This design comes from an exercise in tuning for small area on the open sky130 flow, not from production work. At most, simulation tests tie the RTL to the original design; equivalence was not proved.

pepper:
==> flow/design.v (excerpt) <==
module pid(
    input               reset_n,             
    input               clock,               
    input       [11:0]  target_angle,
    input       [11:0]  current_angle,
    input               pwm_enable,
    input               pwm_done,
    input               i2c_rd_done,
    input               angle_update,
    input               abort_angle,
    input               enable_stall_chk,
    output              stalled,
    input       [7:0]   kp,
    input       [3:0]   ki,
    input       [3:0]   kd,
    output      [15:0]  debug_signals,
    output reg          angle_done,
    output reg          pwm_update,
    output reg  [7:0]   pwm_ratio,
    output reg          pwm_direction
);
localparam          IDLE    = 2'b00;
localparam          ACCEL   = 2'b01;
localparam          CRUISE  = 2'b10;
localparam          DECEL   = 2'b11;
reg     [1:0]       state;
reg     [5:0]       curr_step;
reg                 rd_done, i2c_rd_done_ff;
reg     [11:0]      delta_angle;         
reg     [2:0]       seq;                 
reg     [12:0]      e;
reg                 ez;
wire    [11:0]      diff = e[11:0];
wire    [3:0]       kdz  = kd & {4{~ez}};
assign stalled = 1'b0;
assign debug_signals = {7'b0, curr_step, pwm_direction, state};
wire    [11:0]      diff_in_n;           
wire    [12:0]      e_new;
wire    [11:0]      orp;
assign orp[0] = 1'b0;
genvar gi;
generate for (gi = 1; gi < 12; gi = gi + 1) begin : g_orp
    assign orp[gi] = orp[gi-1] | diff[gi-1];
end endgenerate
wire                dmin_dir = ~diff[11] | ~orp[11];
wire    [11:0]      dmin     = diff ^ (orp & {12{~dmin_dir}});
wire                c = (|kdz) & ~e[12] & (|e[11:0]);
wire    [23:13]     x;
    wire ds431;
    wire dc432;
    assign ds431 = ~current_angle[0] ^ target_angle[0];
    assign dc432 = ~current_angle[0] & target_angle[0];
    wire ds433;
    wire dc434;
  ...
==> flow/config.mk <==
export PLATFORM = sky130hd
export DESIGN_NAME = pid
export DESIGN_NICKNAME = pid
export VERILOG_FILES = /design/flow/design.v
export SDC_FILE = /design/flow/constraint.sdc
export NUM_CORES = 4
export LEC_CHECK = 0
export CAP_MARGIN = 20
export CORE_MARGIN = 2
export CORE_UTILIZATION = 40
export CTS_BUF_LIST = sky130_fd_sc_hd__clkbuf_8
export SLEW_MARGIN = 20
export SYNTH_HIERARCHICAL = 1
==> flow/constraint.sdc <==
create_clock -name core_clock -period 12.0 [get_ports {clock}]
set_input_delay 2.4000 -clock core_clock [delete_from_list [all_inputs] [get_ports {clock}]]
set_output_delay 2.4000 -clock core_clock [all_outputs]
set_load 0.01 [all_outputs]
standard.sh (not shown) runs the stock make flow with config.mk's settings and CLKGATE_MAP_FILE= SYNTH_SCRIPT=/design/flow/synth_recipe.tcl, a recipe that flattens the netlist after the stock synthesis.
==> flow/flow/run.sh <==
#!/bin/bash
set -euo pipefail
bash standard.sh BUFFER_PORTS_ARGS="-buffer_cell sky130_fd_sc_hd__buf_1" finish > flow_make.log 2>&1
For maple, these inputs were changed with respect to pepper:
diff --git a/flow/design.v b/flow/design.v
--- a/flow/design.v
+++ b/flow/design.v
@@ -35,70 +35,70 @@
 reg     [5:0]       curr_step;
 reg                 rd_done, i2c_rd_done_ff;
 reg     [11:0]      delta_angle;         
 reg     [2:0]       seq;                 
 reg     [12:0]      e;
 reg                 ez;
 wire    [11:0]      diff = e[11:0];
 wire    [3:0]       kdz  = kd & {4{~ez}};
 assign stalled = 1'b0;
 assign debug_signals = {7'b0, curr_step, pwm_direction, state};
-wire    [11:0]      diff_in_n;           
+wire    [11:0]      diff_in;
 wire    [12:0]      e_new;
 wire    [11:0]      orp;
 assign orp[0] = 1'b0;
 genvar gi;
 generate for (gi = 1; gi < 12; gi = gi + 1) begin : g_orp
     assign orp[gi] = orp[gi-1] | diff[gi-1];
 end endgenerate
 wire                dmin_dir = ~diff[11] | ~orp[11];
 wire    [11:0]      dmin     = diff ^ (orp & {12{~dmin_dir}});
 wire                c = (|kdz) & ~e[12] & (|e[11:0]);
 wire    [23:13]     x;
     wire ds431;
     wire dc432;
-    assign ds431 = ~current_angle[0] ^ target_angle[0];
-    assign dc432 = ~current_angle[0] & target_angle[0];
+    assign ds431 = current_angle[0] ^ target_angle[0];
+    assign dc432 = current_angle[0] | ~target_angle[0];
     wire ds433;
     wire dc434;
-    pid_fa u_ds433 (.a(~current_angle[1]), .b(target_angle[1]), .c(dc432), .s(ds433), .co(dc434));
+    pid_fa u_ds433 (.a(current_angle[1]), .b(~target_angle[1]), .c(dc432), .s(ds433), .co(dc434));
     wire ds435;
     wire dc436;
-    pid_fa u_ds435 (.a(~current_angle[2]), .b(target_angle[2]), .c(dc434), .s(ds435), .co(dc436));
+    pid_fa u_ds435 (.a(current_angle[2]), .b(~target_angle[2]), .c(dc434), .s(ds435), .co(dc436));
     wire ds437;
     wire dc438;
-    pid_fa u_ds437 (.a(~current_angle[3]), .b(target_angle[3]), .c(dc436), .s(ds437), .co(dc438));
+    pid_fa u_ds437 (.a(current_angle[3]), .b(~target_angle[3]), .c(dc436), .s(ds437), .co(dc438));
     wire ds439;
     wire dc440;
-    pid_fa u_ds439 (.a(~current_angle[4]), .b(target_angle[4]), .c(dc438), .s(ds439), .co(dc440));
+    pid_fa u_ds439 (.a(current_angle[4]), .b(~target_angle[4]), .c(dc438), .s(ds439), .co(dc440));
     wire ds441;
     wire dc442;
-    pid_fa u_ds441 (.a(~current_angle[5]), .b(target_angle[5]), .c(dc440), .s(ds441), .co(dc442));
+    pid_fa u_ds441 (.a(current_angle[5]), .b(~target_angle[5]), .c(dc440), .s(ds441), .co(dc442));
     wire ds443;
     wire dc444;
-    pid_fa u_ds443 (.a(~current_angle[6]), .b(target_angle[6]), .c(dc442), .s(ds443), .co(dc444));
+    pid_fa u_ds443 (.a(current_angle[6]), .b(~target_angle[6]), .c(dc442), .s(ds443), .co(dc444));
     wire ds445;
     wire dc446;
-    pid_fa u_ds445 (.a(~current_angle[7]), .b(target_angle[7]), .c(dc444), .s(ds445), .co(dc446));
+    pid_fa u_ds445 (.a(current_angle[7]), .b(~target_angle[7]), .c(dc444), .s(ds445), .co(dc446));
     wire ds447;
     wire dc448;
-    pid_fa u_ds447 (.a(~current_angle[8]), .b(target_angle[8]), .c(dc446), .s(ds447), .co(dc448));
+    pid_fa u_ds447 (.a(current_angle[8]), .b(~target_angle[8]), .c(dc446), .s(ds447), .co(dc448));
     wire ds449;
     wire dc450;
-    pid_fa u_ds449 (.a(~current_angle[9]), .b(target_angle[9]), .c(dc448), .s(ds449), .co(dc450));
+    pid_fa u_ds449 (.a(current_angle[9]), .b(~target_angle[9]), .c(dc448), .s(ds449), .co(dc450));
     wire ds451;
     wire dc452;
-    pid_fa u_ds451 (.a(~current_angle[10]), .b(target_angle[10]), .c(dc450), .s(ds451), .co(dc452));
+    pid_fa u_ds451 (.a(current_angle[10]), .b(~target_angle[10]), .c(dc450), .s(ds451), .co(dc452));
     wire ds453;
     wire dc454;
-    pid_fa u_ds453 (.a(~current_angle[11]), .b(target_angle[11]), .c(dc452), .s(ds453), .co(dc454));
-    assign diff_in_n = {ds453, ds451, ds449, ds447, ds445, ds443, ds441, ds439, ds437, ds435, ds433, ds431};
+    pid_fa u_ds453 (.a(current_angle[11]), .b(~target_angle[11]), .c(dc452), .s(ds453), .co(dc454));
+    assign diff_in = {ds453, ds451, ds449, ds447, ds445, ds443, ds441, ds439, ds437, ds435, ds433, ds431};
     wire fs455;
     wire fc456;
     assign fs455 = ~dmin[0] ^ delta_angle[0];
     assign fc456 = ~dmin[0] & delta_angle[0];
     wire fs457;
     wire fc458;
     pid_fa u_fs457 (.a(~dmin[1]), .b(delta_angle[1]), .c(fc456), .s(fs457), .co(fc458));
     wire fs459;
     wire fc460;
     pid_fa u_fs459 (.a(~dmin[2]), .b(delta_angle[2]), .c(fc458), .s(fs459), .co(fc460));
@@ -877,21 +877,21 @@
     else if(state == DECEL)
         sh = (delta_angle > 12'd30) ? 2'd1 : (delta_angle > 12'd20) ? 2'd2 :
              (delta_angle > 12'd10) ? 2'd1 : 2'd0;
     else
         sh = 2'd0;
 end
 wire    [9:0]       xs1 = sh[0] ? xx[10:1] : xx[9:0];
 wire    [7:0]       rsel = sh[1] ? xs1[9:2] : xs1[7:0];
 always @(posedge clock) begin
     if(seq == 3'd1)
-        e <= {1'b0, ~diff_in_n};
+        e <= {1'b0, diff_in};
     else if(seq == 3'd6)
         e <= e_new;
 end
 always @(negedge reset_n or posedge clock) begin
     if(~reset_n) begin
         angle_done          <= 1'b0;
         pwm_update          <= 1'b0;
         ez                  <= 1'b1;
         rd_done             <= 1'b0;
         i2c_rd_done_ff      <= 1'b0;
## What came out
In the flow results for pepper and maple, the register-to-register slack is larger on maple. maple vs pepper: register area share after synthesis up in maple. Comparing pepper and maple, area after synthesis is higher on pepper. Changes observed in maple relative to pepper: final critical-path required period now smaller. On maple: relative area change from synthesis to final layout is 0.52 points lower than what pepper gave. In maple the utilization turned out 0.50 points lower than in pepper. From pepper to maple the numbers moved as follows: area of the core region fell 0.70%; number of nets at the end of the flow now sits higher.
For pepper, only the layout was checked, not whether the RTL still works.


the baseline:
pid, a different RTL version from the one above (not shown whole).
Size in the first run: ~750 cells after synthesis, ~76 I/O pins.
Settings: LEC_CHECK=0, CAP_MARGIN=20, CORE_MARGIN=2, CORE_UTILIZATION=40, CTS_BUF_LIST=sky130_fd_sc_hd__clkbuf_4, SLEW_MARGIN=20, SYNTH_HIERARCHICAL=1; clock period 12.0 ns.
Scripts as last shown in full above: flow/flow/run.sh
Inputs modified between the baseline and the candidate:
--- a/flow/design.v
+++ b/flow/design.v
@@ -36,26 +36,20 @@
 reg                 rd_done, i2c_rd_done_ff;
 reg     [11:0]      delta_angle;         
 reg     [2:0]       seq;                 
 reg     [11:0]      diff;                
 reg     [12:0]      e;
 assign stalled = 1'b0;
 assign debug_signals = {7'b0, curr_step, pwm_direction, state};
 wire    [11:0]      diff_in;
 wire    [12:0]      e_new;
-wire    [11:0]      orp;
-assign orp[0] = 1'b0;
-genvar gi;
-generate for (gi = 1; gi < 12; gi = gi + 1) begin : g_orp
-    assign orp[gi] = orp[gi-1] | diff[gi-1];
-end endgenerate
-wire                dmin_dir = ~diff[11] | ~orp[11];
-wire    [11:0]      dmin     = diff ^ (orp & {12{~dmin_dir}});
+wire                dmin_dir = ~diff[11] | (diff[10:0] == 11'd0);
+wire    [11:0]      dmin     = dmin_dir ? diff : (12'd0 - diff);
 wire                c = (|kd) & ~e[12] & (|e[11:0]);
 wire    [23:13]     x;
     wire ds438;
     wire dc439;
     assign ds438 = current_angle[0] ^ target_angle[0];
     assign dc439 = current_angle[0] | ~target_angle[0];
     wire ds440;
     wire dc441;
     pid_fa u_ds440 (.a(current_angle[1]), .b(~target_angle[1]), .c(dc439), .s(ds440), .co(dc441));
## What came out
- Fraction of the cycle the final worst path needs down 0.58 points in the candidate wrt the baseline
- From the baseline to the candidate, logic depth of the worst register-to-register path did not move at all.
- The layout-stage area growth over the synthesis result of the baseline and that of the candidate are within noise of each other.
- Comparing the candidate against the baseline, there is no change at all in number of antenna-violating nets in the routed design.
No functional check of the RTL was part of the baseline.


## v6
Another version of the RTL of pid (not shown whole).
Size: ~660 cells after synthesis, about 50 flip-flops, roughly 0.0068 sq mm of cells after synthesis.
clock: 12.0 ns
lec_check: 0
cap_margin: 20
core_margin: 2
core_utilization: 40
cts_buf_list: sky130_fd_sc_hd__clkbuf_8
slew_margin: 20
synth_hierarchical: 1
Scripts as last shown in full above: flow/flow/run.sh
v6 went all the way through synthesis, placement and routing and the layout is clean on timing, DRC and antenna.
Input changes introduced in v4 (baseline for comparison: v6):
--- a/flow/design.v
+++ b/flow/design.v
@@ -874,36 +874,26 @@
     assign y434 = (~k394 & ~s401) | (y433 & (~k394 | ~s401));
     assign x[20] = ~k402 ^ ~s407 ^ y434;
     wire y435;
     assign y435 = (~k402 & ~s407) | (y434 & (~k402 | ~s407));
     assign x[21] = ~k408 ^ ~s411 ^ y435;
     wire y436;
     assign y436 = (~k408 & ~s411) | (y435 & (~k408 | ~s411));
     assign x[22] = ~k412 ^ ~s413 ^ y436;
     wire y437;
     assign y437 = (~k412 & ~s413) | (y436 & (~k412 | ~s413));
     assign x[23] = 1'b1 ^ ~k414 ^ y437;
-wire    [10:0]      xx = {x[23] ^ c, x[22:13]};
-reg     [1:0]       sh;
-always @(*) begin
-    if(state == ACCEL)
-        sh = (curr_step < 6'd3) ? 2'd3 : (curr_step < 6'd5) ? 2'd2 :
-             (curr_step < 6'd7) ? 2'd1 : 2'd0;
-    else if(state == DECEL)
-        sh = (delta_angle > 12'd30) ? 2'd1 : (delta_angle > 12'd20) ? 2'd2 :
-             (delta_angle > 12'd10) ? 2'd1 : 2'd0;
-    else
-        sh = 2'd0;
-end
-wire    [9:0]       xs1 = sh[0] ? xx[10:1] : xx[9:0];
-wire    [7:0]       rsel = sh[1] ? xs1[9:2] : xs1[7:0];
+wire    [7:0]       r5  = x[20:13];
+wire    [7:0]       r6  = x[21:14];
+wire    [7:0]       r7  = x[22:15];
+wire    [7:0]       r8  = {x[23] ^ c, x[22:16]};
 always @(posedge clock) begin
     if(seq == 3'd1)
         e <= {1'b0, diff_in};
     else if(seq == 3'd6)
         e <= e_new;
 end
 always @(negedge reset_n or posedge clock) begin
     if(~reset_n) begin
         angle_done          <= 1'b0;
         pwm_update          <= 1'b0;
         ez                  <= 1'b1;
@@ -935,38 +925,47 @@
                     angle_done  <= 1'b0;
                 end
                 pwm_update  <= 1'b0;
                 curr_step   <= 6'b0;
                 pwm_ratio   <= 8'b0;
             end
             ACCEL: begin
                 if(~pwm_enable)
                     state <= IDLE;
                 pwm_update  <= 1'b1;
                 if(rd_done) begin
-                    pwm_ratio <= rsel;
+                    if(curr_step < 6'd3)        pwm_ratio <= r8;
+                    else if(curr_step < 6'd5)   pwm_ratio <= r7;
+                    else if(curr_step < 6'd7)   pwm_ratio <= r6;
+                    else                        pwm_ratio <= r5;
                     if(curr_step != 6'b111111)
                         curr_step <= curr_step + 6'b1;
                     else
                         state <= CRUISE;
                 end
             end
             CRUISE: begin
                 if(~pwm_enable)
                     state <= IDLE;
                 if(delta_angle < 12'd40)
                     state <= DECEL;
-                pwm_ratio <= rsel;
+                pwm_ratio <= r5;
             end
             DECEL: begin
                 if(~pwm_enable)
                     state <= IDLE;
-                pwm_ratio <= rsel;
-                if(delta_angle <= 12'd20 && delta_angle > 12'd10) begin
+                if(delta_angle > 12'd30)
+                    pwm_ratio   <= r6;
+                else if(delta_angle > 12'd20)
+                    pwm_ratio   <= r7;
+                else if(delta_angle > 12'd10) begin
                     state       <= IDLE;
                     angle_done  <= 1'b1;
+                    pwm_ratio   <= r6;
                 end
+                else
+                    pwm_ratio   <= r5;
             end
         endcase
     end
 end
 endmodule
==> run notes <==
The floorplan die width of v4 exceeds that of v6 by 3.3 um. Going from v6 to v4, the tap cell instance count was found to have gone up by 2.3%. Final core utilization for v4: 0.33 points up relative to v6. v6 has a lower inverter count of the layout excluding clock inverters than v4.
Function not checked in v6: the RTL went through the layout flow alone.

-- what the ideal ports hide --
The flow's constraints put no driver on any port. The routed layouts listed below were extracted and timed again, unchanged, in two steps.
Step 1 sets driving cells, clkbuf_16 on the clock port and buf_2 on the other inputs (assumed; they add their load-dependent delay and slew).
Step 2 adds t to the input delays and takes it off the output delays; t is the mean of the earliest and latest rising clock arrival at the registers after step 1. Input paths then give back, and output paths get back, about the clock's delay inside the block.
Slacks: ideal / step 1 / step 2; pairs: ideal / step 1.
run | t (ns) | slack for setup (ns) | hold slack, ns | worst setup path after step 2 | worst register clock-pin slew, ns
pepper | 0.361 | 1.135 / 1.144 / 0.782 | 0.403 / 0.403 / 0.403 | input to register | 0.11 / 0.11
maple | 0.339 | 1.179 / 1.187 / 0.848 | 0.404 / 0.404 / 0.404 | input to register | 0.09 / 0.09
the baseline | 0.421 | 0.369 / 0.380 / -0.041 | 0.403 / 0.403 / 0.403 | input to register | 0.11 / 0.11
the candidate | 0.421 | 0.439 / 0.437 / 0.016 | 0.403 / 0.403 / 0.403 | input to register | 0.11 / 0.11
v6 | 0.342 | 0.343 / 0.328 / -0.014 | 0.408 / 0.408 / 0.408 | input to register | 0.10 / 0.10
v4 | 0.367 | 0.450 / 0.462 / 0.094 | 0.396 / 0.396 / 0.396 | input to register | 0.11 / 0.11
Met with ideal ports but missed after step 2: setup timing in the baseline and v6. The setup slack of the candidate, which loses most, moves by -0.002 ns with the drivers and by -0.423 ns with both steps.
